This is an optimization exercise on Yosys and OpenROAD, whose aim is small area, not a production implementation. The RTL was checked by simulation tests, not by an equivalence proof against the original design. No activity file was given, so power comes from the tool's default toggle rates.

$ cat flow/flow/run.sh
#!/bin/bash
# Own layout flow: the standard ORFS flow, with
#  - ORFS's synthesis run unchanged except that ABC maps with an area script
#    (flow/abc_area.script) in place of the delay-oriented one;
#  - ports buffered with sky130_fd_sc_hd__buf_1.
# Each tool's output goes to the ORFS logs under orfs/logs; make's to flow.log.
set -euo pipefail
W=$PWD
export AREA_ABC_SCRIPT=$W/flow/abc_area.script
{ head -n 1 synth_recipe.tcl; echo "source $W/flow/abc_hook.tcl"; tail -n +2 synth_recipe.tcl; } > synth_area.tcl
EXTRA=()
if [[ -f flow/make_args.txt ]]; then mapfile -t EXTRA < flow/make_args.txt; fi
bash standard.sh SYNTH_SCRIPT=$W/synth_area.tcl "${EXTRA[@]}" finish > flow.log 2>&1
$ cat flow/flow/abc_area.script
&get -n
&st
&dch
&nf -R 1000
&put
topo
stime -c
buffer -c
upsize -c
dnsize -c
$ cat flow/flow/abc_hook.tcl
# Run ABC with an area-oriented script instead of ORFS's delay-oriented one.
# Everything else in ORFS's synthesis is left as it is.
proc abc {args} {
  set i [lsearch -exact $args -script]
  if { $i >= 0 } {
    set args [lreplace $args [expr {$i + 1}] [expr {$i + 1}] $::env(AREA_ABC_SCRIPT)]
  }
  set j [lsearch -exact $args -D]
  if { $j >= 0 } {
    set args [lreplace $args $j [expr {$j + 1}]]
  }
  yosys abc {*}$args
}
$ cat flow/flow/make_args.txt
BUFFER_PORTS_ARGS=-buffer_cell sky130_fd_sc_hd__buf_1
CTS_ARGS=-sink_clustering_enable -repair_clock_nets -dont_use_dummy_load -buf_list sky130_fd_sc_hd__clkbuf_8
RECOVER_POWER=100
$ cat flow/standard.sh
#!/bin/bash
# synth_recipe.tcl (not shown) runs the flow's synth.tcl, then flattens the netlist and writes it again
# the make line also repeats each setting of config.mk as NAME=value (left out here)
make -C /OpenROAD-flow-scripts/flow DESIGN_CONFIG=/design/flow/config.mk WORK_HOME=/design/flow/orfs CLKGATE_MAP_FILE= SYNTH_SCRIPT=/design/flow/synth_recipe.tcl "${@:-finish}"
$ cat flow/config.mk
export PLATFORM = sky130hd
export DESIGN_NAME = alu
export DESIGN_NICKNAME = alu
export VERILOG_FILES = /design/flow/design.v
export SDC_FILE = /design/flow/constraint.sdc
export NUM_CORES = 4
export LEC_CHECK = 0
export CAP_MARGIN = 20
export CORE_MARGIN = 2
export CORE_UTILIZATION = 40
export SLEW_MARGIN = 20
$ cat flow/constraint.sdc
create_clock -name core_clock -period 5.0 [get_ports {clk}]
set_input_delay 1.0000 -clock core_clock [delete_from_list [all_inputs] [get_ports {clk}]]
set_output_delay 1.0000 -clock core_clock [all_outputs]
set_load 0.01 [all_outputs]
$ cat flow/design.v
module alu(clk, rst, d1, d2, op, dout);
    input clk, rst;
    input [3:0] op;
    input [31:0] d1;
    input [31:0] d2;
    output reg [31:0] dout;
    wire is_add  = (op == 4'd0);
    wire is_sub  = (op == 4'd1);
    wire is_and  = (op == 4'd2);
    wire is_or   = (op == 4'd3);
    wire is_xor  = (op == 4'd4);
    wire is_srl  = (op == 4'd5);
    wire is_sll  = (op == 4'd6);
    wire is_slt  = (op == 4'd7);
    wire is_sra  = (op == 4'd8);
    wire is_sltu = (op == 4'd9);
    wire hold    = op[3] & (op[2] | op[1]);
    wire        sub = is_sub | is_slt | is_sltu;
    wire [31:0] bx  = d2 ^ {32{sub}};
    wire [31:0] pp  = d1 ^ bx;
    wire [31:0] gg  = d1 & bx;
    wire [32:0] pg0 = {pp, 1'b0};
    wire [32:0] gg0 = {gg, sub};
    wire G0_1 = gg0[1] | (pg0[1] & gg0[0]);
    wire P0_1 = pg0[1] & pg0[0];
    wire G0_3 = gg0[3] | (pg0[3] & gg0[2]);
    wire P0_3 = pg0[3] & pg0[2];
    wire G0_5 = gg0[5] | (pg0[5] & gg0[4]);
    wire P0_5 = pg0[5] & pg0[4];
    wire G0_7 = gg0[7] | (pg0[7] & gg0[6]);
    wire P0_7 = pg0[7] & pg0[6];
    wire G0_9 = gg0[9] | (pg0[9] & gg0[8]);
    wire P0_9 = pg0[9] & pg0[8];
    wire G0_11 = gg0[11] | (pg0[11] & gg0[10]);
    wire P0_11 = pg0[11] & pg0[10];
    wire G0_13 = gg0[13] | (pg0[13] & gg0[12]);
    wire P0_13 = pg0[13] & pg0[12];
    wire G0_15 = gg0[15] | (pg0[15] & gg0[14]);
    wire P0_15 = pg0[15] & pg0[14];
    wire G0_17 = gg0[17] | (pg0[17] & gg0[16]);
    wire P0_17 = pg0[17] & pg0[16];
    wire G0_19 = gg0[19] | (pg0[19] & gg0[18]);
    wire P0_19 = pg0[19] & pg0[18];
    wire G0_21 = gg0[21] | (pg0[21] & gg0[20]);
    wire P0_21 = pg0[21] & pg0[20];
    wire G0_23 = gg0[23] | (pg0[23] & gg0[22]);
    wire P0_23 = pg0[23] & pg0[22];
    wire G0_25 = gg0[25] | (pg0[25] & gg0[24]);
    wire P0_25 = pg0[25] & pg0[24];
    wire G0_27 = gg0[27] | (pg0[27] & gg0[26]);
    wire P0_27 = pg0[27] & pg0[26];
    wire G0_29 = gg0[29] | (pg0[29] & gg0[28]);
    wire P0_29 = pg0[29] & pg0[28];
    wire G0_31 = gg0[31] | (pg0[31] & gg0[30]);
    wire P0_31 = pg0[31] & pg0[30];
    wire G1_3 = G0_3 | (P0_3 & G0_1);
    wire P1_3 = P0_3 & P0_1;
    wire G1_7 = G0_7 | (P0_7 & G0_5);
    wire P1_7 = P0_7 & P0_5;
    wire G1_11 = G0_11 | (P0_11 & G0_9);
    wire P1_11 = P0_11 & P0_9;
    wire G1_15 = G0_15 | (P0_15 & G0_13);
    wire P1_15 = P0_15 & P0_13;
    wire G1_19 = G0_19 | (P0_19 & G0_17);
    wire P1_19 = P0_19 & P0_17;
    wire G1_23 = G0_23 | (P0_23 & G0_21);
    wire P1_23 = P0_23 & P0_21;
    wire G1_27 = G0_27 | (P0_27 & G0_25);
    wire P1_27 = P0_27 & P0_25;
    wire G1_31 = G0_31 | (P0_31 & G0_29);
    wire P1_31 = P0_31 & P0_29;
    wire G2_7 = G1_7 | (P1_7 & G1_3);
    wire P2_7 = P1_7 & P1_3;
    wire G2_15 = G1_15 | (P1_15 & G1_11);
    wire P2_15 = P1_15 & P1_11;
    wire G2_23 = G1_23 | (P1_23 & G1_19);
    wire P2_23 = P1_23 & P1_19;
    wire G2_31 = G1_31 | (P1_31 & G1_27);
    wire P2_31 = P1_31 & P1_27;
    wire G3_15 = G2_15 | (P2_15 & G2_7);
    wire P3_15 = P2_15 & P2_7;
    wire G3_31 = G2_31 | (P2_31 & G2_23);
    wire P3_31 = P2_31 & P2_23;
    wire G4_31 = G3_31 | (P3_31 & G3_15);
    wire P4_31 = P3_31 & P3_15;
    wire G6_23 = G2_23 | (P2_23 & G3_15);
    wire P6_23 = P2_23 & P3_15;
    wire G7_11 = G1_11 | (P1_11 & G2_7);
    wire P7_11 = P1_11 & P2_7;
    wire G7_19 = G1_19 | (P1_19 & G3_15);
    wire P7_19 = P1_19 & P3_15;
    wire G7_27 = G1_27 | (P1_27 & G6_23);
    wire P7_27 = P1_27 & P6_23;
    wire G8_5 = G0_5 | (P0_5 & G1_3);
    wire P8_5 = P0_5 & P1_3;
    wire G8_9 = G0_9 | (P0_9 & G2_7);
    wire P8_9 = P0_9 & P2_7;
    wire G8_13 = G0_13 | (P0_13 & G7_11);
    wire P8_13 = P0_13 & P7_11;
    wire G8_17 = G0_17 | (P0_17 & G3_15);
    wire P8_17 = P0_17 & P3_15;
    wire G8_21 = G0_21 | (P0_21 & G7_19);
    wire P8_21 = P0_21 & P7_19;
    wire G8_25 = G0_25 | (P0_25 & G6_23);
    wire P8_25 = P0_25 & P6_23;
    wire G8_29 = G0_29 | (P0_29 & G7_27);
    wire P8_29 = P0_29 & P7_27;
    wire G9_2 = gg0[2] | (pg0[2] & G0_1);
    wire P9_2 = pg0[2] & P0_1;
    wire G9_4 = gg0[4] | (pg0[4] & G1_3);
    wire P9_4 = pg0[4] & P1_3;
    wire G9_6 = gg0[6] | (pg0[6] & G8_5);
    wire P9_6 = pg0[6] & P8_5;
    wire G9_8 = gg0[8] | (pg0[8] & G2_7);
    wire P9_8 = pg0[8] & P2_7;
    wire G9_10 = gg0[10] | (pg0[10] & G8_9);
    wire P9_10 = pg0[10] & P8_9;
    wire G9_12 = gg0[12] | (pg0[12] & G7_11);
    wire P9_12 = pg0[12] & P7_11;
    wire G9_14 = gg0[14] | (pg0[14] & G8_13);
    wire P9_14 = pg0[14] & P8_13;
    wire G9_16 = gg0[16] | (pg0[16] & G3_15);
    wire P9_16 = pg0[16] & P3_15;
    wire G9_18 = gg0[18] | (pg0[18] & G8_17);
    wire P9_18 = pg0[18] & P8_17;
    wire G9_20 = gg0[20] | (pg0[20] & G7_19);
    wire P9_20 = pg0[20] & P7_19;
    wire G9_22 = gg0[22] | (pg0[22] & G8_21);
    wire P9_22 = pg0[22] & P8_21;
    wire G9_24 = gg0[24] | (pg0[24] & G6_23);
    wire P9_24 = pg0[24] & P6_23;
    wire G9_26 = gg0[26] | (pg0[26] & G8_25);
    wire P9_26 = pg0[26] & P8_25;
    wire G9_28 = gg0[28] | (pg0[28] & G7_27);
    wire P9_28 = pg0[28] & P7_27;
    wire G9_30 = gg0[30] | (pg0[30] & G8_29);
    wire P9_30 = pg0[30] & P8_29;
    wire G9_32 = gg0[32] | (pg0[32] & G4_31);
    wire P9_32 = pg0[32] & P4_31;
    wire [32:0] cy;
    assign cy[0] = gg0[0];
    assign cy[1] = G0_1;
    assign cy[2] = G9_2;
    assign cy[3] = G1_3;
    assign cy[4] = G9_4;
    assign cy[5] = G8_5;
    assign cy[6] = G9_6;
    assign cy[7] = G2_7;
    assign cy[8] = G9_8;
    assign cy[9] = G8_9;
    assign cy[10] = G9_10;
    assign cy[11] = G7_11;
    assign cy[12] = G9_12;
    assign cy[13] = G8_13;
    assign cy[14] = G9_14;
    assign cy[15] = G3_15;
    assign cy[16] = G9_16;
    assign cy[17] = G8_17;
    assign cy[18] = G9_18;
    assign cy[19] = G7_19;
    assign cy[20] = G9_20;
    assign cy[21] = G8_21;
    assign cy[22] = G9_22;
    assign cy[23] = G6_23;
    assign cy[24] = G9_24;
    assign cy[25] = G8_25;
    assign cy[26] = G9_26;
    assign cy[27] = G7_27;
    assign cy[28] = G9_28;
    assign cy[29] = G8_29;
    assign cy[30] = G9_30;
    assign cy[31] = G4_31;
    assign cy[32] = G9_32;
    wire [31:0] sum = pp ^ cy[31:0];
    wire        ltu = ~cy[32];
    wire        lt  = ltu ^ d1[31] ^ d2[31];
    wire        big = |d2[31:5];
    wire [31:0] y, yr;
    genvar i;
    wire sh_l = is_sll;
    wire sh_r = is_srl | is_sra;
    wire sh_on = sh_l | sh_r;
    wire fill = is_sra & d1[31];
    wire [31:0] t0;
    assign t0[0] = ~((sh_l & d1[31]) | (sh_r & d1[0]));
    assign t0[1] = ~((sh_l & d1[30]) | (sh_r & d1[1]));
    assign t0[2] = ~((sh_l & d1[29]) | (sh_r & d1[2]));
    assign t0[3] = ~((sh_l & d1[28]) | (sh_r & d1[3]));
    assign t0[4] = ~((sh_l & d1[27]) | (sh_r & d1[4]));
    assign t0[5] = ~((sh_l & d1[26]) | (sh_r & d1[5]));
    assign t0[6] = ~((sh_l & d1[25]) | (sh_r & d1[6]));
    assign t0[7] = ~((sh_l & d1[24]) | (sh_r & d1[7]));
    assign t0[8] = ~((sh_l & d1[23]) | (sh_r & d1[8]));
    assign t0[9] = ~((sh_l & d1[22]) | (sh_r & d1[9]));
    assign t0[10] = ~((sh_l & d1[21]) | (sh_r & d1[10]));
    assign t0[11] = ~((sh_l & d1[20]) | (sh_r & d1[11]));
    assign t0[12] = ~((sh_l & d1[19]) | (sh_r & d1[12]));
    assign t0[13] = ~((sh_l & d1[18]) | (sh_r & d1[13]));
    assign t0[14] = ~((sh_l & d1[17]) | (sh_r & d1[14]));
    assign t0[15] = ~((sh_l & d1[16]) | (sh_r & d1[15]));
    assign t0[16] = ~((sh_l & d1[15]) | (sh_r & d1[16]));
    assign t0[17] = ~((sh_l & d1[14]) | (sh_r & d1[17]));
    assign t0[18] = ~((sh_l & d1[13]) | (sh_r & d1[18]));
    assign t0[19] = ~((sh_l & d1[12]) | (sh_r & d1[19]));
    assign t0[20] = ~((sh_l & d1[11]) | (sh_r & d1[20]));
    assign t0[21] = ~((sh_l & d1[10]) | (sh_r & d1[21]));
    assign t0[22] = ~((sh_l & d1[9]) | (sh_r & d1[22]));
    assign t0[23] = ~((sh_l & d1[8]) | (sh_r & d1[23]));
    assign t0[24] = ~((sh_l & d1[7]) | (sh_r & d1[24]));
    assign t0[25] = ~((sh_l & d1[6]) | (sh_r & d1[25]));
    assign t0[26] = ~((sh_l & d1[5]) | (sh_r & d1[26]));
    assign t0[27] = ~((sh_l & d1[4]) | (sh_r & d1[27]));
    assign t0[28] = ~((sh_l & d1[3]) | (sh_r & d1[28]));
    assign t0[29] = ~((sh_l & d1[2]) | (sh_r & d1[29]));
    assign t0[30] = ~((sh_l & d1[1]) | (sh_r & d1[30]));
    assign t0[31] = ~((sh_l & d1[0]) | (sh_r & d1[31]));
    wire m0 = sh_on & d2[0];
    wire n0 = sh_on & ~d2[0];
    wire [31:0] t1;
    assign t1[0] = ~((m0 & t0[1]) | (n0 & t0[0]));
    assign t1[1] = ~((m0 & t0[2]) | (n0 & t0[1]));
    assign t1[2] = ~((m0 & t0[3]) | (n0 & t0[2]));
    assign t1[3] = ~((m0 & t0[4]) | (n0 & t0[3]));
    assign t1[4] = ~((m0 & t0[5]) | (n0 & t0[4]));
    assign t1[5] = ~((m0 & t0[6]) | (n0 & t0[5]));
    assign t1[6] = ~((m0 & t0[7]) | (n0 & t0[6]));
    assign t1[7] = ~((m0 & t0[8]) | (n0 & t0[7]));
    assign t1[8] = ~((m0 & t0[9]) | (n0 & t0[8]));
    assign t1[9] = ~((m0 & t0[10]) | (n0 & t0[9]));
    assign t1[10] = ~((m0 & t0[11]) | (n0 & t0[10]));
    assign t1[11] = ~((m0 & t0[12]) | (n0 & t0[11]));
    assign t1[12] = ~((m0 & t0[13]) | (n0 & t0[12]));
    assign t1[13] = ~((m0 & t0[14]) | (n0 & t0[13]));
    assign t1[14] = ~((m0 & t0[15]) | (n0 & t0[14]));
    assign t1[15] = ~((m0 & t0[16]) | (n0 & t0[15]));
    assign t1[16] = ~((m0 & t0[17]) | (n0 & t0[16]));
    assign t1[17] = ~((m0 & t0[18]) | (n0 & t0[17]));
    assign t1[18] = ~((m0 & t0[19]) | (n0 & t0[18]));
    assign t1[19] = ~((m0 & t0[20]) | (n0 & t0[19]));
    assign t1[20] = ~((m0 & t0[21]) | (n0 & t0[20]));
    assign t1[21] = ~((m0 & t0[22]) | (n0 & t0[21]));
    assign t1[22] = ~((m0 & t0[23]) | (n0 & t0[22]));
    assign t1[23] = ~((m0 & t0[24]) | (n0 & t0[23]));
    assign t1[24] = ~((m0 & t0[25]) | (n0 & t0[24]));
    assign t1[25] = ~((m0 & t0[26]) | (n0 & t0[25]));
    assign t1[26] = ~((m0 & t0[27]) | (n0 & t0[26]));
    assign t1[27] = ~((m0 & t0[28]) | (n0 & t0[27]));
    assign t1[28] = ~((m0 & t0[29]) | (n0 & t0[28]));
    assign t1[29] = ~((m0 & t0[30]) | (n0 & t0[29]));
    assign t1[30] = ~((m0 & t0[31]) | (n0 & t0[30]));
    assign t1[31] = ~((m0 & ~fill) | (n0 & t0[31]));
    wire m1 = sh_on & d2[1];
    wire n1 = sh_on & ~d2[1];
    wire [31:0] t2;
    assign t2[0] = ~((m1 & t1[2]) | (n1 & t1[0]));
    assign t2[1] = ~((m1 & t1[3]) | (n1 & t1[1]));
    assign t2[2] = ~((m1 & t1[4]) | (n1 & t1[2]));
    assign t2[3] = ~((m1 & t1[5]) | (n1 & t1[3]));
    assign t2[4] = ~((m1 & t1[6]) | (n1 & t1[4]));
    assign t2[5] = ~((m1 & t1[7]) | (n1 & t1[5]));
    assign t2[6] = ~((m1 & t1[8]) | (n1 & t1[6]));
    assign t2[7] = ~((m1 & t1[9]) | (n1 & t1[7]));
    assign t2[8] = ~((m1 & t1[10]) | (n1 & t1[8]));
    assign t2[9] = ~((m1 & t1[11]) | (n1 & t1[9]));
    assign t2[10] = ~((m1 & t1[12]) | (n1 & t1[10]));
    assign t2[11] = ~((m1 & t1[13]) | (n1 & t1[11]));
    assign t2[12] = ~((m1 & t1[14]) | (n1 & t1[12]));
    assign t2[13] = ~((m1 & t1[15]) | (n1 & t1[13]));
    assign t2[14] = ~((m1 & t1[16]) | (n1 & t1[14]));
    assign t2[15] = ~((m1 & t1[17]) | (n1 & t1[15]));
    assign t2[16] = ~((m1 & t1[18]) | (n1 & t1[16]));
    assign t2[17] = ~((m1 & t1[19]) | (n1 & t1[17]));
    assign t2[18] = ~((m1 & t1[20]) | (n1 & t1[18]));
    assign t2[19] = ~((m1 & t1[21]) | (n1 & t1[19]));
    assign t2[20] = ~((m1 & t1[22]) | (n1 & t1[20]));
    assign t2[21] = ~((m1 & t1[23]) | (n1 & t1[21]));
    assign t2[22] = ~((m1 & t1[24]) | (n1 & t1[22]));
    assign t2[23] = ~((m1 & t1[25]) | (n1 & t1[23]));
    assign t2[24] = ~((m1 & t1[26]) | (n1 & t1[24]));
    assign t2[25] = ~((m1 & t1[27]) | (n1 & t1[25]));
    assign t2[26] = ~((m1 & t1[28]) | (n1 & t1[26]));
    assign t2[27] = ~((m1 & t1[29]) | (n1 & t1[27]));
    assign t2[28] = ~((m1 & t1[30]) | (n1 & t1[28]));
    assign t2[29] = ~((m1 & t1[31]) | (n1 & t1[29]));
    assign t2[30] = ~((m1 & fill) | (n1 & t1[30]));
    assign t2[31] = ~((m1 & fill) | (n1 & t1[31]));
    wire m2 = sh_on & d2[2];
    wire n2 = sh_on & ~d2[2];
    wire [31:0] t3;
    assign t3[0] = ~((m2 & t2[4]) | (n2 & t2[0]));
    assign t3[1] = ~((m2 & t2[5]) | (n2 & t2[1]));
    assign t3[2] = ~((m2 & t2[6]) | (n2 & t2[2]));
    assign t3[3] = ~((m2 & t2[7]) | (n2 & t2[3]));
    assign t3[4] = ~((m2 & t2[8]) | (n2 & t2[4]));
    assign t3[5] = ~((m2 & t2[9]) | (n2 & t2[5]));
    assign t3[6] = ~((m2 & t2[10]) | (n2 & t2[6]));
    assign t3[7] = ~((m2 & t2[11]) | (n2 & t2[7]));
    assign t3[8] = ~((m2 & t2[12]) | (n2 & t2[8]));
    assign t3[9] = ~((m2 & t2[13]) | (n2 & t2[9]));
    assign t3[10] = ~((m2 & t2[14]) | (n2 & t2[10]));
    assign t3[11] = ~((m2 & t2[15]) | (n2 & t2[11]));
    assign t3[12] = ~((m2 & t2[16]) | (n2 & t2[12]));
    assign t3[13] = ~((m2 & t2[17]) | (n2 & t2[13]));
    assign t3[14] = ~((m2 & t2[18]) | (n2 & t2[14]));
    assign t3[15] = ~((m2 & t2[19]) | (n2 & t2[15]));
    assign t3[16] = ~((m2 & t2[20]) | (n2 & t2[16]));
    assign t3[17] = ~((m2 & t2[21]) | (n2 & t2[17]));
    assign t3[18] = ~((m2 & t2[22]) | (n2 & t2[18]));
    assign t3[19] = ~((m2 & t2[23]) | (n2 & t2[19]));
    assign t3[20] = ~((m2 & t2[24]) | (n2 & t2[20]));
    assign t3[21] = ~((m2 & t2[25]) | (n2 & t2[21]));
    assign t3[22] = ~((m2 & t2[26]) | (n2 & t2[22]));
    assign t3[23] = ~((m2 & t2[27]) | (n2 & t2[23]));
    assign t3[24] = ~((m2 & t2[28]) | (n2 & t2[24]));
    assign t3[25] = ~((m2 & t2[29]) | (n2 & t2[25]));
    assign t3[26] = ~((m2 & t2[30]) | (n2 & t2[26]));
    assign t3[27] = ~((m2 & t2[31]) | (n2 & t2[27]));
    assign t3[28] = ~((m2 & ~fill) | (n2 & t2[28]));
    assign t3[29] = ~((m2 & ~fill) | (n2 & t2[29]));
    assign t3[30] = ~((m2 & ~fill) | (n2 & t2[30]));
    assign t3[31] = ~((m2 & ~fill) | (n2 & t2[31]));
    wire m3 = sh_on & d2[3];
    wire n3 = sh_on & ~d2[3];
    wire [31:0] t4;
    assign t4[0] = ~((m3 & t3[8]) | (n3 & t3[0]));
    assign t4[1] = ~((m3 & t3[9]) | (n3 & t3[1]));
    assign t4[2] = ~((m3 & t3[10]) | (n3 & t3[2]));
    assign t4[3] = ~((m3 & t3[11]) | (n3 & t3[3]));
    assign t4[4] = ~((m3 & t3[12]) | (n3 & t3[4]));
    assign t4[5] = ~((m3 & t3[13]) | (n3 & t3[5]));
    assign t4[6] = ~((m3 & t3[14]) | (n3 & t3[6]));
    assign t4[7] = ~((m3 & t3[15]) | (n3 & t3[7]));
    assign t4[8] = ~((m3 & t3[16]) | (n3 & t3[8]));
    assign t4[9] = ~((m3 & t3[17]) | (n3 & t3[9]));
    assign t4[10] = ~((m3 & t3[18]) | (n3 & t3[10]));
    assign t4[11] = ~((m3 & t3[19]) | (n3 & t3[11]));
    assign t4[12] = ~((m3 & t3[20]) | (n3 & t3[12]));
    assign t4[13] = ~((m3 & t3[21]) | (n3 & t3[13]));
    assign t4[14] = ~((m3 & t3[22]) | (n3 & t3[14]));
    assign t4[15] = ~((m3 & t3[23]) | (n3 & t3[15]));
    assign t4[16] = ~((m3 & t3[24]) | (n3 & t3[16]));
    assign t4[17] = ~((m3 & t3[25]) | (n3 & t3[17]));
    assign t4[18] = ~((m3 & t3[26]) | (n3 & t3[18]));
    assign t4[19] = ~((m3 & t3[27]) | (n3 & t3[19]));
    assign t4[20] = ~((m3 & t3[28]) | (n3 & t3[20]));
    assign t4[21] = ~((m3 & t3[29]) | (n3 & t3[21]));
    assign t4[22] = ~((m3 & t3[30]) | (n3 & t3[22]));
    assign t4[23] = ~((m3 & t3[31]) | (n3 & t3[23]));
    assign t4[24] = ~((m3 & fill) | (n3 & t3[24]));
    assign t4[25] = ~((m3 & fill) | (n3 & t3[25]));
    assign t4[26] = ~((m3 & fill) | (n3 & t3[26]));
    assign t4[27] = ~((m3 & fill) | (n3 & t3[27]));
    assign t4[28] = ~((m3 & fill) | (n3 & t3[28]));
    assign t4[29] = ~((m3 & fill) | (n3 & t3[29]));
    assign t4[30] = ~((m3 & fill) | (n3 & t3[30]));
    assign t4[31] = ~((m3 & fill) | (n3 & t3[31]));
    wire m4 = sh_on & d2[4];
    wire n4 = sh_on & ~d2[4];
    wire [31:0] t5;
    assign t5[0] = ~((m4 & t4[16]) | (n4 & t4[0]));
    assign t5[1] = ~((m4 & t4[17]) | (n4 & t4[1]));
    assign t5[2] = ~((m4 & t4[18]) | (n4 & t4[2]));
    assign t5[3] = ~((m4 & t4[19]) | (n4 & t4[3]));
    assign t5[4] = ~((m4 & t4[20]) | (n4 & t4[4]));
    assign t5[5] = ~((m4 & t4[21]) | (n4 & t4[5]));
    assign t5[6] = ~((m4 & t4[22]) | (n4 & t4[6]));
    assign t5[7] = ~((m4 & t4[23]) | (n4 & t4[7]));
    assign t5[8] = ~((m4 & t4[24]) | (n4 & t4[8]));
    assign t5[9] = ~((m4 & t4[25]) | (n4 & t4[9]));
    assign t5[10] = ~((m4 & t4[26]) | (n4 & t4[10]));
    assign t5[11] = ~((m4 & t4[27]) | (n4 & t4[11]));
    assign t5[12] = ~((m4 & t4[28]) | (n4 & t4[12]));
    assign t5[13] = ~((m4 & t4[29]) | (n4 & t4[13]));
    assign t5[14] = ~((m4 & t4[30]) | (n4 & t4[14]));
    assign t5[15] = ~((m4 & t4[31]) | (n4 & t4[15]));
    assign t5[16] = ~((m4 & ~fill) | (n4 & t4[16]));
    assign t5[17] = ~((m4 & ~fill) | (n4 & t4[17]));
    assign t5[18] = ~((m4 & ~fill) | (n4 & t4[18]));
    assign t5[19] = ~((m4 & ~fill) | (n4 & t4[19]));
    assign t5[20] = ~((m4 & ~fill) | (n4 & t4[20]));
    assign t5[21] = ~((m4 & ~fill) | (n4 & t4[21]));
    assign t5[22] = ~((m4 & ~fill) | (n4 & t4[22]));
    assign t5[23] = ~((m4 & ~fill) | (n4 & t4[23]));
    assign t5[24] = ~((m4 & ~fill) | (n4 & t4[24]));
    assign t5[25] = ~((m4 & ~fill) | (n4 & t4[25]));
    assign t5[26] = ~((m4 & ~fill) | (n4 & t4[26]));
    assign t5[27] = ~((m4 & ~fill) | (n4 & t4[27]));
    assign t5[28] = ~((m4 & ~fill) | (n4 & t4[28]));
    assign t5[29] = ~((m4 & ~fill) | (n4 & t4[29]));
    assign t5[30] = ~((m4 & ~fill) | (n4 & t4[30]));
    assign t5[31] = ~((m4 & ~fill) | (n4 & t4[31]));
    assign y = t5;
    generate for (i = 0; i < 32; i = i + 1) begin : g_rev
        assign yr[i] = y[31 - i];
    end endgenerate
    wire nr    = ~rst;
    wire e_sum = nr & (is_add | is_sub);
    wire e_p   = nr & (is_xor | is_or);
    wire e_g   = nr & (is_and | is_or);
    wire e_r   = nr & (is_srl | is_sra) & ~big;
    wire e_l   = nr & is_sll & ~big;
    wire e_h   = nr & hold;
    wire e_lt  = nr & ((is_slt & lt) | (is_sltu & ltu));
    wire [31:0] nxt = ({32{e_sum}} & sum) | ({32{e_p}} & pp) | ({32{e_g}} & gg)
                    | ({32{e_r}} & y) | ({32{e_l}} & yr) | ({32{e_h}} & dout)
                    | {31'd0, e_lt};
    always @(posedge clk)
        dout <= nxt;
endmodule
==> results by group, run 1 <==
Outcome
  – Status: finished clean

Yosys
  – Ys Warns: 1
  – Post-Syn Area: 4991 µm²
  – Synth top area cells: dfxtp_1 13%, o22ai_1 13%, ha_1 8.0%, xnor2_1 7.0%, fa_1 6.4%
  – Primary FF master, synth: dfxtp_1
  – Number of enable flip-flop cells after synthesis: 0
  – Ys async rst share: 0
  – Number of distinct library cells after synthesis: 51
  – Syn_area_per_cell: 7.308 µm²
  – Synth area leader: dfxtp_1
  – Count leader, synth: o22ai_1
  – Mapped Nets: 801
  – Share of the synthesized area in the top cell type: 0.1284
  – Mapped Cells: 683
  – Seq cells post-synth: 32
  – Top cells by count, synth: 100 x o22ai_1, 59 x a21oi_1, 58 x nand2_1
  – Post-synthesis sequential area ratio: 0.1284

CTS
  – Clock transition at path regs: 0.08 ns
  – CTS root buffer: clkbuf_8
  – H-Tree Level Count: 2
  – CTS tree: done
  – CTS Buf Count: 5
  – Worst skew pair latency: 0.29 ns
  – Clock Path Buffers: 2
  – # hold bufs at CTS: 0
  – Clock sink total: 32

STA
  – Rel. slew slack: 0.2623
  – Final setup fails: 0
  – Fmax: 210.4 MHz
  – Setup tns final: 0 ns
  – Fin. max-slew vios: 0
  – Least-Margin Pin Slew: 1.107 ns
  – Final Skew: 0 ns
  – Final min period: 4.753 ns
  – Fin crit share: 0.9507
  – Hold Fails Final Rpt: 0
  – Setup slack after layout: 0.2465 ns

Placed design
  – IO Port Bufs: 101
  – Routability cong.: 0.9558
  – Post-DP HPWL: 16460 µm
  – DP Cell Count: 931
  – Cell area after placement: 5663 µm²
  – Dpl ws: -0.04376 ns

Route
  – Antenna viol nets, final: 0
  – Final WL: 21010 µm
  – Initial DRC Count: 843
  – Routed WL per cell: 22.42 µm
  – Routed via count: 6183
  – 1st-pass router iterations: 9
  – Vias/cell: 6.599
  – Drt drc: 0

Global route
  – First-pass GRT wire length: 32290 µm
  – GRT Util Overall: 0.3112
  – Initial antenna violation count: 0
  – Largest net degree at the start of global routing: 36
  – Vias in the first global route: 5985
  – Grt ovf: 0

Die
  – Core area: 12110 µm²
  – DIE WIDTH: 115.7 µm
  – Site row count: 40
  – Die height: 115.7 µm
  – Die footprint: 13390 µm²
  – # IOs: 102
  – Initial Util: 0.4121

Pwr
  – Peak supply drop: 0.1113 mV
  – PwrDens: 197.5 nW/µm²
  – Leak: 2.165 nW

Finish
  – Largest register FFs: 32
  – ANT cells: 0
  – Area growth, synth to finish: 15.62%
  – Share of cells above drive strength 1: 0.09233
  – # nets final: 889
  – Finished layout cell area: 5771 µm²
  – Top flop regs: dout (32)
  – Most flop-heavy register: dout
  – Final Non-Filler Cells: 937

Critical path
  – Critical path class: primary input to flip-flop
  – Critical path endpoint category: flip-flop
  – Crit path DAT: 4.92 ns
  – Critical path required time: 5.17 ns
  – CP Launch Type: primary input
  – Worst-path maximum fanout: 4

Job
  – Max_cap viols: 0

Min path
  – Hold crit path type: flip-flop to flip-flop
-- critical path: stages --
cell and delay, ns:
buf_1 0.13, inv_1 0.09, nand2_1 0.07, o21a_2 0.26
xnor2_1 0.16, ha_1 0.36, a21oi_1 0.19, nand2_2 0.11
nand3_2 0.09, nand2_2 0.09, a31oi_4 0.26, nor3_4 0.06
nor3_2 0.19, nor2_2 0.07, inv_2 0.08, nor3_2 0.05
nor3_2 0.25, o31a_1 0.21, o31ai_2 0.08, fa_1 0.48
xnor2_1 0.19, nor2_1 0.05, nor2_1 0.09, o21ai_0 0.08
a21oi_1 0.13, o211ai_1 0.09
-- metrics by stage --
stage            util  power [mW]  hold WS, ns
2_1_floorplan       -      0.7154       0.5343
6_report       0.4764       1.140       0.5268
3_3_place_gp   0.4676      0.9071       0.5050
4_1_cts        0.4732       1.119       0.5202
3_5_place_dp   0.4676      0.9164       0.5052
5_1_grt        0.4764       1.216       0.5413
-- cells by family (layout without fill, tap and decap cells) --
family | after synthesis | in the layout | share of synthesized area
AOI/OAI and AO/OA | 294 | 294 | 0.4046
DFF | 32 | 32 | 0.1284
xor gates and xnor gates | 50 | 50 | 0.08774
muxes | 1 | 1 | 0.004512
and+or+nand+nor | 174 | 174 | 0.1602
adders and majority gates | 48 | 48 | 0.1444
buffers and inverters | 84 | 170 | 0.07019
-- final timing paths --
check                              start       end  slack (ns)  depth (start not counted)
worst max register to register  dout[31]  dout[31]        3.90                          3
worst min-delay path            dout[24]  dout[24]        0.53                          2
worst min register to register  dout[24]  dout[24]        0.53                          2
worst max-delay path               op[1]   dout[0]        0.25                         26
-- area by class of cell --
cell class              count  area (µm²)
well taps                 168       210.2
clock buffers               5       68.82
flip-flops and latches     32       640.6
repair buffers            144       706.9
multi-input cells         567        4065
fillers                  1292        6341
inverters                  21       78.83
-- metal layers --
metal / global-route usage / routed length (µm) / part of all wire
met2: 0.5006 / 9551 / 0.45
met1: 0.4066 / 8428 / 0.40
met4: 0.1627 / 1209 / 0.058
met5: 0 / 0 / 0
met3: 0.04289 / 1822 / 0.087
-- placed cells by master (no fill, tap or decap), types with 2 or more instances in the layout --
cell type,Yosys,routed
a221oi_1,9,9
inv_1,20,20
nand3_1,28,28
o22ai_1,100,100
o211ai_1,3,3
nand2_1,58,58
nand4_1,2,2
xnor2_1,40,39
nor2_1,52,50
a31oi_1,4,3
nor4_2,0,3
nand2b_1,5,6
o21a_1,4,3
a211oi_1,3,3
ha_1,32,32
nor3_1,5,4
buf_1,3,100
nor2_2,1,3
a22o_1,30,30
clkbuf_8,0,5
o21ai_0,14,13
o21ai_1,3,4
and2_1,3,3
a21oi_1,59,58
a22oi_1,28,28
o22a_1,3,3
nor4_1,9,6
fa_1,16,16
a222oi_1,26,26
nand2_2,2,2
buf_4,2,42
dfxtp_1,32,32
o32ai_1,2,2
nor3_2,3,3
xor2_1,10,10
-- repair_timing --
item                       in CTS  in global routing
setup endpoints to repair       0                  3
buffers inserted                0                  1
gates resized for setup         0                  8
-- power by group --
group / switching [mW] / internal, mW / total (mW)
Clock: 0.111 / 0.0901 / 0.201
Sequential: 0.0148 / 0.278 / 0.293
Combinational: 0.391 / 0.255 / 0.646
Total: 0.517 / 0.623 / 1.14
==> inputs of run 2 (changes only) <==
==> flow/flow/abc_area.script (replaced) <==
&get -n
&st
&dch
&nf -R 1000
&put
==> run 2 against run 1 <==
Effect of this change:
- non-clock buffer count is 16 higher
- power is 3.8% higher
- area after synthesis is 6.5% lower
- routed wire length hardly changed
- critical path type unchanged
- clock power is 2% higher
- critical endpoint is now dout[29]
- clock-buffer cell count stayed put
- still clean on timing, DRC and antenna
- via count is 1.7% higher
- cell area is 2.1% higher
==> results by group, run 2 <==
Outcome
  – Status: finished clean (unchanged)

Pwr
  – Internal Power: 648.6 µW (was 623.1 µW)
  – Clk network pwr share: 0.174 (was 0.177)
  – Leak: 2.193 nW (was 2.165 nW)
  – PwrDens: 200.6 nW/µm² (was 197.5 nW/µm²)
  – Combinational power share: 0.580 (was 0.567)
  – Sw Ratio: 0.4515 (was 0.4533)
  – Psw: 534.0 µW (was 516.6 µW)
  – Peak supply drop: 0.1211 mV (was 0.1113 mV)
  – Register share of total power: 0.246 (was 0.257)

Die
  – DIE WIDTH: 112.0 µm (was 115.7 µm)
  – Site row count: 39 (was 40)
  – Initial Util: 0.4085 (was 0.4121)
  – Core area: 11420 µm² (was 12110 µm²)
  – Die height: 112.0 µm (was 115.7 µm)
  – Die footprint: 12540 µm² (was 13390 µm²)
  – # IOs: 102 (unchanged)

STA
  – Hold Fails Final Rpt: 0 (unchanged)
  – Final Skew: 0 ns (unchanged)
  – RSZ-0062 raised after global routing: no
  – Least-Margin Pin Slew: 0.8812 ns (was 1.107 ns)
  – Fin. max-slew vios: 0 (unchanged)
  – Final setup fails: 0 (unchanged)
  – Final min period: 4.755 ns (was 4.753 ns)
  – Rel. slew slack: 0.4125 (was 0.2623)
  – Hold slack: 0.5217 ns (was 0.5268 ns)
  – Fmax: 210.3 MHz (was 210.4 MHz)
  – Setup slack after layout: 0.2447 ns (was 0.2465 ns)
  – Fin crit share: 0.9511 (was 0.9507)

Critical path
  – Worst path slowest cell: fa_1 (unchanged)
  – Crit path DAT: 4.96 ns (was 4.92 ns)
  – Critical path endpoint category: flip-flop (unchanged)
  – R2r setup slk: 3.91 ns (was 3.90 ns)
  – CP top delay family: simple AND/OR/NAND/NOR gates (was compound AO/OA/AOI/OAI gates)
  – CP Launch Type: primary input (unchanged)
  – Worst-path maximum fanout: 4 (unchanged)
  – WP buf/inv: 4 (was 3)
  – Crit-path max cell delay: 0.50 ns (was 0.48 ns)
  – Critical path class: primary input to flip-flop (unchanged)
  – Critical path required time: 5.21 ns (was 5.17 ns)

Route
  – Final WL: 21000 µm (was 21010 µm)
  – Routed via count: 6289 (was 6183)
  – Drt drc: 0 (unchanged)
  – Vias/cell: 6.777 (was 6.599)
  – Initial DRC Count: 801 (was 843)
  – 1st-pass router iterations: 6 (was 9)
  – Antenna viol nets, final: 0 (unchanged)
  – Routed WL per cell: 22.63 µm (was 22.42 µm)

CTS
  – Clock Path Buffers: 2 (unchanged)
  – CTS root buffer: clkbuf_8 (unchanged)
  – CTS tree: done (unchanged)
  – Clock sink total: 32 (unchanged)
  – CTS Buf Count: 5 (unchanged)
  – Worst skew pair latency: 0.32 ns (was 0.29 ns)
  – H-Tree Level Count: 2 (unchanged)
  – Clock transition at path regs: 0.08 ns (about the same)

Yosys
  – Share of the synthesized area in the top cell type: 0.1373 (was 0.1284)
  – Top cells by count, synth: 100 x o22ai_1, 60 x nand2_1, 59 x a21oi_1 (was 100 x o22ai_1, 59 x a21oi_1, 58 x nand2_1)
  – Mapped Nets: 738 (was 801)
  – Primary FF master, synth: dfxtp_1 (unchanged)
  – Post-Syn Area: 4664 µm² (was 4991 µm²)
  – Simple-gate area share of the yosys netlist: 0.1634 (was 0.1602)
  – Synth area leader: dfxtp_1 (unchanged)
  – Mapped Cells: 620 (was 683)
  – Mux cell area share after synthesis: 0.002146 (was 0.004512)
  – Synth top area cells: dfxtp_1 14%, o22ai_1 13%, ha_1 8.6%, xnor2_1 7.5%, fa_1 6.9% (was dfxtp_1 13%, o22ai_1 13%, ha_1 8.0%, xnor2_1 7.0%, fa_1 6.4%)
  – Ys Warns: 1 (unchanged)
  – Compound-cell area share of the yosys netlist: 0.4319 (was 0.4046)
  – Syn_area_per_cell: 7.523 µm² (was 7.308 µm²)
  – Post-synthesis xor/xnor area fraction: 0.09388 (was 0.08774)
  – Post-Synth Adder-Cell Area: 0.1545 (was 0.1444)
  – Post-synthesis sequential area ratio: 0.1373 (was 0.1284)
  – Largest family of logic cells by synthesized area: compound AO/OA/AOI/OAI gates (unchanged)
  – Number of distinct library cells after synthesis: 38 (was 51)
  – Count leader, synth: o22ai_1 (unchanged)
  – Number of enable flip-flop cells after synthesis: 0 (unchanged)
  – Ys async rst share: 0 (unchanged)
  – Seq cells post-synth: 32 (unchanged)

Finish
  – Top flop regs: dout (32) (unchanged)
  – Share of cells above drive strength 1: 0.1096 (was 0.09233)
  – Most flop-heavy register: dout (unchanged)
  – Commonest cells after routing, fill and taps aside: 100 x o22ai_1, 99 x buf_1, 58 x nand2_1, 58 x a21oi_1, 55 x buf_4 (was 100 x o22ai_1, 100 x buf_1, 58 x nand2_1, 58 x a21oi_1, 50 x nor2_1)
  – Area growth, synth to finish: 26.37% (was 15.62%)
  – Finished layout cell area: 5894 µm² (was 5771 µm²)
  – # nets final: 905 (was 889)
  – Most common cell after layout, fill and taps aside: o22ai_1
  – ANT cells: 0 (unchanged)
  – Largest register FFs: 32 (unchanged)

Placed design
  – Dpl ws: -0.1613 ns (was -0.04376 ns)
  – Post-DP HPWL: 16230 µm (was 16460 µm)
  – Cell area after placement: 5720 µm² (was 5663 µm²)
  – Routability cong.: 1.039 (was 0.9558)
  – IO Port Bufs: 101 (unchanged)

Global route
  – Largest net degree at the start of global routing: 36 (unchanged)
  – Vias in the first global route: 5925 (was 5985)
  – Initial antenna violation count: 0 (unchanged)
  – First-pass GRT wire length: 32350 µm (was 32290 µm)
  – Grt ovf: 0 (unchanged)
  – GRT Util Overall: 0.3260 (was 0.3112)

Min path
  – Hold crit path type: flip-flop to flip-flop (unchanged)

Job
  – Max_cap viols: 0 (unchanged)
run 2: worst reg2reg max path, cell delays in order, from the launching register on:
cell and delay [ns]:
dfxtp_1 0.33, a222oi_1 0.29, o21ai_1 0.11, a221o_1 0.26
run 2: power by group through the flow:
stage	combinational (mW)	sequential [mW]	clock (mW)
after detailed placement	0.646	0.296	0
after floorplan	0.392	0.305	0
after CTS	0.650	0.290	0.211
final	0.686	0.290	0.206
after global routing	0.748	0.293	0.218
after global placement	0.636	0.296	0
run 2: stage by stage:
stage / power [mW] / std cells / utilization / TNS [ns]
global placement: 0.9321 / 917 / 0.5010 / 0
CTS: 1.151 / 922 / 0.5070 / 0
global route: 1.259 / 928 / 0.5162 / 0
detailed placement: 0.9426 / 917 / 0.5010 / -0.3304
finish: 1.183 / 928 / 0.5162 / 0
floorplan: 0.6973 / 620 / - / 0
run 2: per-layer routing:
layer,vias up,share of wire,track usage
li1,2859,-,-
met5,-,0,0
met1,3019,0.43,0.4511
met3,49,0.086,0.05280
met2,362,0.45,0.5220
met4,0,0.030,0.1033
run 2: cells by family (layout without fill, tap and decap cells):
family | after synthesis | in the layout
compound gates | 294 | 294
xor+xnor | 50 | 50
fa+ha+maj | 48 | 48
buf+inv | 21 | 186
flops | 32 | 32
mux | 1 | 1
simple gates | 174 | 174
run 2: layout make-up:
| class | instances | area (µm²) |
|---|---|---|
| Clock buffer | 5 | 68.82 |
| Fill cell | 1220 | 5524 |
| Inverter | 21 | 80.08 |
| Multi-Input combinational cell | 567 | 4079 |
| Sequential cell | 32 | 640.6 |
| Tap cell | 143 | 178.9 |
| Timing Repair Buffer | 160 | 847.1 |
run 2: repair_timing:
item / in CTS / in global routing
resized for setup: 0 / 9
hold buffers: 0 / 0
endpoints found under the setup margin: 0 / 4
buffers inserted: 0 / 6
run 2: path summary, 6_finish.rpt:
path,start,endpoint,cells past startpoint
worst min-delay path,dout[4],dout[4],2
worst min register to register,dout[4],dout[4],2
worst max register to register,dout[31],dout[31],3
worst max-delay path,op[2],dout[29],25
==> inputs of run 3 (changes only) <==
==> flow/flow/abc_area.script (replaced) <==
&get -n
&st
&dch
&nf -R 1000
&put
topo
stime -c
buffer -c
upsize -c
dnsize -c
==> flow/flow/make_args.txt (replaced) <==
BUFFER_PORTS_ARGS=-buffer_cell sky130_fd_sc_hd__buf_1
==> run 3 against run 2 <==
Effect of this change:
- worst setup slack improved by 0.084 ns
- final cell count up 1.2%
- sequential power hardly changed
- utilization is 3.2 points lower
- maximum frequency rose by 1.8%
- register-to-register slack about the same
- non-clock buffer count fell by 17
- clock-buffer cell count stayed put
- global-route usage down 1.4 points
- area after synthesis rose by 7.0%
- critical path depth is 2 lower
==> results by group, run 3 <==
Finish
  – Commonest cells after routing, fill and taps aside: 100 x o22ai_1, 100 x buf_1, 58 x nand2_1, 58 x a21oi_1, 50 x nor2_1 (was 100 x o22ai_1, 99 x buf_1, 58 x nand2_1, 58 x a21oi_1, 55 x buf_4)
  – Largest register FFs: 32 (unchanged)
  – # nets final: 888 (was 905)
  – Share of cells above drive strength 1: 0.09728 (was 0.1096)
  – Area growth, synth to finish: 17.60% (was 26.37%)
  – Fin util: 0.4846 (was 0.5162)
  – Most flop-heavy register: dout (unchanged)
  – Layout fillers: 1277 (was 1220)
  – Top flop regs: dout (32) (unchanged)
  – ANT cells: 0 (unchanged)
  – Finished layout cell area: 5869 µm² (was 5894 µm²)

CTS
  – Clock Path Buffers: 2 (unchanged)
  – Clock transition at path regs: 0.06 ns (was 0.08 ns)
  – CTS tree: done (unchanged)
  – Worst skew pair latency: 0.28 ns (was 0.32 ns)
  – H-Tree Level Count: 2 (unchanged)
  – CTS Buf Count: 5 (unchanged)
  – CTS root buffer: clkbuf_16 (was clkbuf_8)
  – Clock sink total: 32 (unchanged)
  – Number of setup buffers added after CTS: 0 (unchanged)

Yosys
  – Largest family of logic cells by synthesized area: compound AO/OA/AOI/OAI gates (unchanged)
  – Post-Synth Adder-Cell Area: 0.1444 (was 0.1545)
  – Count leader, synth: o22ai_1 (unchanged)
  – Post-Syn Area: 4991 µm² (was 4664 µm²)
  – Mapped Cells: 683 (was 620)
  – Synth top area cells: dfxtp_1 13%, o22ai_1 13%, ha_1 8.0%, xnor2_1 7.0%, fa_1 6.4% (was dfxtp_1 14%, o22ai_1 13%, ha_1 8.6%, xnor2_1 7.5%, fa_1 6.9%)
  – Simple-gate area share of the yosys netlist: 0.1602 (was 0.1634)
  – Compound-cell area share of the yosys netlist: 0.4046 (was 0.4319)
  – Ys Warns: 1 (unchanged)
  – Number of enable flip-flop cells after synthesis: 0 (unchanged)
  – Seq cells post-synth: 32 (unchanged)
  – Post-synthesis xor/xnor area fraction: 0.08774 (was 0.09388)
  – Post-synthesis sequential area ratio: 0.1284 (was 0.1373)
  – Number of distinct library cells after synthesis: 51 (was 38)
  – Mapped Nets: 801 (was 738)
  – Primary FF master, synth: dfxtp_1 (unchanged)
  – Synth area leader: dfxtp_1 (unchanged)
  – Mux cell area share after synthesis: 0.004512 (was 0.002146)
  – Syn_area_per_cell: 7.308 µm² (was 7.523 µm²)
  – Top cells by count, synth: 100 x o22ai_1, 59 x a21oi_1, 58 x nand2_1 (was 100 x o22ai_1, 60 x nand2_1, 59 x a21oi_1)
  – Ys async rst share: 0 (unchanged)
  – Share of the synthesized area in the top cell type: 0.1284 (was 0.1373)

Placed design
  – Cell area after placement: 5663 µm² (was 5720 µm²)
  – IO Port Bufs: 101 (unchanged)
  – Post-DP HPWL: 16460 µm (was 16230 µm)
  – Routability cong.: 0.9558 (was 1.039)

Die
  – DIE WIDTH: 115.7 µm (was 112.0 µm)
  – Die height: 115.7 µm (was 112.0 µm)
  – Core area: 12110 µm² (was 11420 µm²)
  – # IOs: 102 (unchanged)
  – Site row count: 40 (was 39)
  – Initial Util: 0.4121 (was 0.4085)
  – Die footprint: 13390 µm² (was 12540 µm²)

Critical path
  – CP top delay family: compound AO/OA/AOI/OAI gates (was simple AND/OR/NAND/NOR gates)
  – Critical path required time: 5.17 ns (was 5.21 ns)
  – WP buf/inv: 3 (was 4)
  – Critical path endpoint category: flip-flop (unchanged)
  – CP Launch Type: primary input (unchanged)
  – Worst-path maximum fanout: 4 (unchanged)
  – Crit-path max cell delay: 0.42 ns (was 0.50 ns)
  – Most frequent CP cell: nor3_2
  – Critical path class: primary input to flip-flop (unchanged)
  – CP Cell Sequence: buf_1 -> inv_1 -> nand2_1 -> o21a_2 -> xnor2_1 -> ha_1 -> a21oi_1 -> nand2_2 -> nand3_2 -> nand2_2 -> a31oi_4 -> nor3_4 -> nor3_2 -> nor2_2 -> inv_2 -> nor3_2 -> nor3_2 -> o31a_1 -> o31ai_2 -> fa_1 -> a222oi_1 -> o21ai_1 -> a221o_1
  – Crit path DAT: 4.84 ns (was 4.96 ns)
  – Worst path slowest cell: fa_1 (unchanged)

STA
  – Least-Margin Pin Slew: 1.023 ns (was 0.8812 ns)
  – Fin. max-slew vios: 0 (unchanged)
  – Final Skew: 0 ns (unchanged)
  – Final setup fails: 0 (unchanged)
  – Rel. slew slack: 0.3124 (was 0.4125)
  – Hold Fails Final Rpt: 0 (unchanged)
  – Fmax: 214.1 MHz (was 210.3 MHz)
  – Hold slack: 0.5213 ns (was 0.5217 ns)
  – Fin crit share: 0.9343 (was 0.9511)
  – RSZ-0062 raised after global routing: no (unchanged)
  – Final min period: 4.671 ns (was 4.755 ns)

Route
  – Antenna viol nets, final: 0 (unchanged)
  – Drt drc: 0 (unchanged)
  – 1st-pass router iterations: 6 (unchanged)
  – Routed WL per cell: 22.28 µm (was 22.63 µm)
  – Vias/cell: 6.592 (was 6.777)
  – Final WL: 20920 µm (was 21000 µm)
  – Initial DRC Count: 791 (was 801)
  – Routed via count: 6190 (was 6289)

Outcome
  – Status: finished clean (unchanged)

Min path
  – Hold crit path type: flip-flop to flip-flop (unchanged)

Pwr
  – Design Power: 1.308 mW (was 1.183 mW)
  – PwrDens: 222.9 nW/µm² (was 200.6 nW/µm²)
  – Leak: 2.206 nW (was 2.193 nW)
  – Peak supply drop: 0.1554 mV (was 0.1211 mV)

Global route
  – Largest net degree at the start of global routing: 36 (unchanged)
  – First-pass GRT wire length: 32350 µm (unchanged)
  – GRT Util Overall: 0.3119 (was 0.3260)
  – Grt ovf: 0 (unchanged)
  – Initial antenna violation count: 0 (unchanged)
  – Vias in the first global route: 5987 (was 5925)

Job
  – Max_cap viols: 0 (unchanged)
## run 3: logic make-up (layout without fill, tap and decap cells)
group | count (synthesis) | in the layout
compound gates | 294 | 294
simple gates | 174 | 174
buf+inv | 84 | 172
xor+xnor | 50 | 50
fa+ha+maj | 48 | 48
flops | 32 | 32
mux | 1 | 1
## run 3: final cells by class
type | instances | area, µm² | share of cell area
Clock buffer | 5 | 125.1 | 0.02132
Clock inverter | 3 | 42.54 | 0.007248
Inverter | 21 | 78.83 | 0.01343
Multi-Input combinational cell | 567 | 4073 | 0.6939
Sequential cell | 32 | 640.6 | 0.1091
Tap cell | 168 | 210.2 | 0.03581
Timing Repair Buffer | 143 | 699.4 | 0.1192
## run 3: worst paths after layout
path,end,slack (ns),cells past startpoint,startpoint
worst max-delay path,dout[31],0.33,23,op[1]
worst min-delay path,dout[24],0.52,2,dout[24]
worst min register to register,dout[24],0.52,2,dout[24]
worst max register to register,dout[31],3.91,3,dout[31]
## run 3: repair_timing
action                     CTS  global route
resized for setup            0             8
setup endpoints to repair    0             4
hold buffers                 0             0
## run 3: power by group
part	switching, mW	total [mW]	internal (mW)	leakage (nW)
clock network	0.136	0.371	0.235	0.0798
registers	0.0145	0.293	0.278	0.262
logic	0.391	0.645	0.253	1.86
total	0.542	1.31	0.766	2.21
## run 3: worst register-to-register path: cells and delay by family (launching register included)
family,cells,cell delay [ns]
AOI/OAI and AO/OA,3,0.66
DFF,1,0.32
## run 3: per-stage QoR
stage	setup TNS [ns]	worst slack, ns	cells
after global placement	0	0.07690	931
after global routing	0	0.03097	939
after floorplan	0	0.005548	683
after detailed placement	-0.08547	-0.04376	931
final	0	0.3286	939
after CTS	0	0.2148	939
## run 3: routing by layer
layer  global-route usage  up-vias  part of all wire
met4               0.1619        0             0.056
met3              0.03713       53             0.080
li1                     -     2835                 -
met1               0.4111     2917              0.41
met2               0.5025      385              0.46
met5                    0        -                 0
==> inputs of run 4 (changes only) <==
==> flow/flow/make_args.txt (replaced) <==
BUFFER_PORTS_ARGS=-buffer_cell sky130_fd_sc_hd__buf_1
CTS_ARGS=-sink_clustering_enable -repair_clock_nets -dont_use_dummy_load -buf_list sky130_fd_sc_hd__clkbuf_8 -sink_clustering_size 32 -sink_clustering_max_diameter 150
==> run 4 against run 3 <==
Effect of this change:
- highest routed layer unchanged
- die area stayed put
- register-to-register slack barely moved
- first-iteration DRC count rose by 2.7%
- global-route usage decreased by 0.077 points
- critical path depth up 3
- still clean on timing, DRC and antenna
- flip-flop and latch count stayed put
- area after synthesis unchanged
==> results by group, run 4 <==
Outcome
  – Status: finished clean (unchanged)

STA
  – Rel. slew slack: 0.3151 (was 0.3124)
  – Final min period: 4.743 ns (was 4.671 ns)
  – Setup slack after layout: 0.2575 ns (was 0.3286 ns)
  – Setup tns final: 0 ns (unchanged)
  – Least-Margin Pin Slew: 1.019 ns (was 1.023 ns)
  – Fmax: 210.9 MHz (was 214.1 MHz)
  – Hold Fails Final Rpt: 0 (unchanged)
  – Hold slack: 0.5215 ns (was 0.5213 ns)
  – Fin crit share: 0.9485 (was 0.9343)
  – Final Skew: 0 ns (unchanged)
  – Fin. max-slew vios: 0 (unchanged)
  – Final setup fails: 0 (unchanged)

Placed design
  – DP Cell Count: 931 (unchanged)
  – Routability cong.: 0.9558 (unchanged)
  – IO Port Bufs: 101 (unchanged)
  – Post-DP HPWL: 16460 µm (unchanged)
  – Cell area after placement: 5663 µm² (unchanged)
  – Dpl ws: -0.04376 ns (unchanged)

Critical path
  – Critical path class: primary input to flip-flop (unchanged)
  – R2R depth: 3 (unchanged)
  – RR Startpoint: dout[31] (unchanged)
  – CP Launch Type: primary input (unchanged)
  – Critical path required time: 5.17 ns (about the same)
  – Critical path endpoint category: flip-flop (unchanged)
  – Setup crit start: op[1] (unchanged)
  – Worst-path maximum fanout: 4 (unchanged)
  – Crit path DAT: 4.91 ns (was 4.84 ns)

Global route
  – Initial antenna violation count: 0 (unchanged)
  – GRT Util Overall: 0.3112 (was 0.3119)
  – First-pass GRT wire length: 32290 µm (was 32350 µm)
  – Grt ovf: 0 (unchanged)
  – Vias in the first global route: 5985 (was 5987)
  – Largest net degree at the start of global routing: 36 (unchanged)

Yosys
  – Synth top area cells: dfxtp_1 13%, o22ai_1 13%, ha_1 8.0%, xnor2_1 7.0%, fa_1 6.4% (unchanged)
  – Synth area leader: dfxtp_1 (unchanged)
  – Ys async rst share: 0 (unchanged)
  – Mapped Cells: 683 (unchanged)
  – Mapped Nets: 801 (unchanged)
  – Top cells by count, synth: 100 x o22ai_1, 59 x a21oi_1, 58 x nand2_1 (unchanged)
  – Seq cells post-synth: 32 (unchanged)
  – Count leader, synth: o22ai_1 (unchanged)
  – Primary FF master, synth: dfxtp_1 (unchanged)
  – Share of the synthesized area in the top cell type: 0.1284 (unchanged)
  – Post-synthesis sequential area ratio: 0.1284 (unchanged)
  – Syn_area_per_cell: 7.308 µm² (unchanged)
  – Ys Warns: 1 (unchanged)
  – Number of distinct library cells after synthesis: 51 (unchanged)
  – Post-Syn Area: 4991 µm² (unchanged)
  – Number of enable flip-flop cells after synthesis: 0 (unchanged)

Min path
  – Hold crit path type: flip-flop to flip-flop (unchanged)
  – HP Start: dout[1] (was dout[24])
  – Hold path depth: 2 (unchanged)

CTS
  – CTS Buf Count: 5 (unchanged)
  – Worst skew pair latency: 0.29 ns (was 0.28 ns)
  – Clock sink total: 32 (unchanged)
  – Clock transition at path regs: 0.06 ns (about the same)
  – H-Tree Level Count: 2 (unchanged)
  – Clock Path Buffers: 2 (unchanged)
  – CTS tree: done (unchanged)
  – CTS root buffer: clkbuf_8 (was clkbuf_16)

Finish
  – ANT cells: 0 (unchanged)
  – Most flop-heavy register: dout (unchanged)
  – Final Non-Filler Cells: 937 (was 939)
  – Area growth, synth to finish: 15.77% (was 17.60%)
  – Layout fillers: 1290 (was 1277)
  – Top flop regs: dout (32) (unchanged)
  – Largest register FFs: 32 (unchanged)
  – Commonest cells after routing, fill and taps aside: 100 x o22ai_1, 100 x buf_1, 58 x nand2_1, 58 x a21oi_1, 50 x nor2_1 (unchanged)
  – # nets final: 889 (was 888)
  – Finished layout cell area: 5778 µm² (was 5869 µm²)
  – Share of cells above drive strength 1: 0.09493 (was 0.09728)

Die
  – DIE WIDTH: 115.7 µm (unchanged)
  – Die height: 115.7 µm (unchanged)
  – Site row count: 40 (unchanged)
  – Die footprint: 13390 µm² (unchanged)
  – Core area: 12110 µm² (unchanged)
  – # IOs: 102 (unchanged)
  – Initial Util: 0.4121 (unchanged)

Pwr
  – Internal Power: 623.3 µW (was 766.2 µW)
  – Psw: 517.2 µW (was 542.0 µW)
  – Register share of total power: 0.257 (was 0.224)
  – Leak: 2.167 nW (was 2.206 nW)
  – Peak supply drop: 0.1121 mV (was 0.1554 mV)
  – Sw Ratio: 0.4535 (was 0.4143)
  – Clk network pwr share: 0.176 (was 0.283)
  – PwrDens: 197.4 nW/µm² (was 222.9 nW/µm²)
  – Combinational power share: 0.567 (was 0.493)

Route
  – Antenna viol nets, final: 0 (unchanged)
  – Final WL: 21030 µm (was 20920 µm)
  – Drt drc: 0 (unchanged)
  – Routed via count: 6201 (was 6190)
  – Vias/cell: 6.618 (was 6.592)
  – Initial DRC Count: 812 (was 791)
  – 1st-pass router iterations: 6 (unchanged)
  – Routed WL per cell: 22.44 µm (was 22.28 µm)

Job
  – Max_cap viols: 0 (unchanged)
[run 4: path summary, 6_finish.rpt]
path                                 end  slack [ns]
worst max-delay path             dout[0]        0.26
worst min-delay path             dout[1]        0.52
worst max register to register  dout[31]        3.91
worst min register to register   dout[1]        0.52
[run 4: per-layer routing]
metal	part of all wire	global-route usage	wire [µm]
met2	0.45	0.5006	9539
met1	0.41	0.4066	8718
met5	0	0	0
met4	0.058	0.1627	1225
met3	0.074	0.04289	1546
[run 4: area by class of cell]
| cell class | instances | area, µm² | share of cell area |
|---|---|---|---|
| sequential | 32 | 640.6 | 0.1109 |
| clock buffer | 5 | 68.82 | 0.01191 |
| multi-input combinational | 567 | 4073 | 0.7049 |
| tap | 168 | 210.2 | 0.03638 |
| inverter | 21 | 78.83 | 0.01364 |
| timing repair buffer | 144 | 706.9 | 0.1223 |
[run 4: power by group through the flow]
stage | Clock, mW | Combinational, mW | Sequential, mW
after floorplan | 0 | 0.410 | 0.305
after global placement | 0 | 0.609 | 0.298
after detailed placement | 0 | 0.619 | 0.297
after CTS | 0.204 | 0.624 | 0.292
after global routing | 0.211 | 0.710 | 0.295
final | 0.201 | 0.647 | 0.293
[run 4: repair_timing]
item | in CTS | in global routing
setup buffers | 0 | 1
hold buffers | 0 | 0
gates resized for setup | 0 | 8
endpoints found under the setup margin | 0 | 3
[run 4: cell families after synthesis]
family	after synthesis	synth area share
compound gates	294	0.4046
xor+xnor	50	0.08774
fa+ha+maj	48	0.1444
buf+inv	84	0.07019
flops	32	0.1284
mux	1	0.004512
simple gates	174	0.1602
[run 4: worst max-delay path, cell delays in order]
cell and delay (ns):
buf_1 0.13, inv_1 0.09, nand2_1 0.07, o21a_2 0.26
xnor2_1 0.15, ha_1 0.35, a21oi_1 0.18, nand2_2 0.10
nand3_2 0.09, nand2_2 0.09, a31oi_4 0.26, nor3_4 0.06
nor3_2 0.19, nor2_2 0.07, inv_2 0.08, nor3_2 0.05
nor3_2 0.25, o31a_1 0.21, o31ai_2 0.08, fa_1 0.48
xnor2_1 0.19, nor2_1 0.06, nor2_1 0.09, o21ai_0 0.08
a21oi_1 0.13, o211ai_1 0.09
[run 4: per-stage QoR]
step / total power [mW] / util
final: 1.141 / 0.4771
after CTS: 1.119 / 0.4732
after global placement: 0.9071 / 0.4676
after floorplan: 0.7154 / -
after detailed placement: 0.9164 / 0.4676
after global routing: 1.216 / 0.4771

## afterwards: timing with drivers on the ports
The flow's constraints put no driver on any port. The routed layouts listed below were extracted and timed again, unchanged, in two steps.
Step 1, drivers: a clkbuf_16 drives clk and a buf_2 each remaining input, both assumed.
Step 2 times the ports against the registers' clock, not the clock port: input delays grow and output delays shrink by t, the midpoint of the rising clock arrivals with the driver on.
a / b / c = ideal ports / drivers / drivers and shift; a / b = the first two.
run	shift t [ns]	setup slack, ns	hold slack, ns	slew at the worst register clock pin (ns)	cell pins on the clock port's net
run 1	0.327	0.247 / 0.256 / -0.070	0.527 / 0.527 / 0.527	0.08 / 0.08	1
run 2	0.348	0.245 / 0.241 / -0.107	0.522 / 0.522 / 0.522	0.08 / 0.08	1
run 3	0.321	0.329 / 0.342 / 0.021	0.521 / 0.521 / 0.521	0.06 / 0.06	1
run 4	0.328	0.257 / 0.267 / -0.060	0.521 / 0.521 / 0.521	0.09 / 0.09	1
With both steps, setup timing fails in run 1, run 2 and run 4, where it was met with ideal ports. For run 2, which loses most, drivers alone change the setup slack by -0.004 ns; drivers and shift together by -0.352 ns.
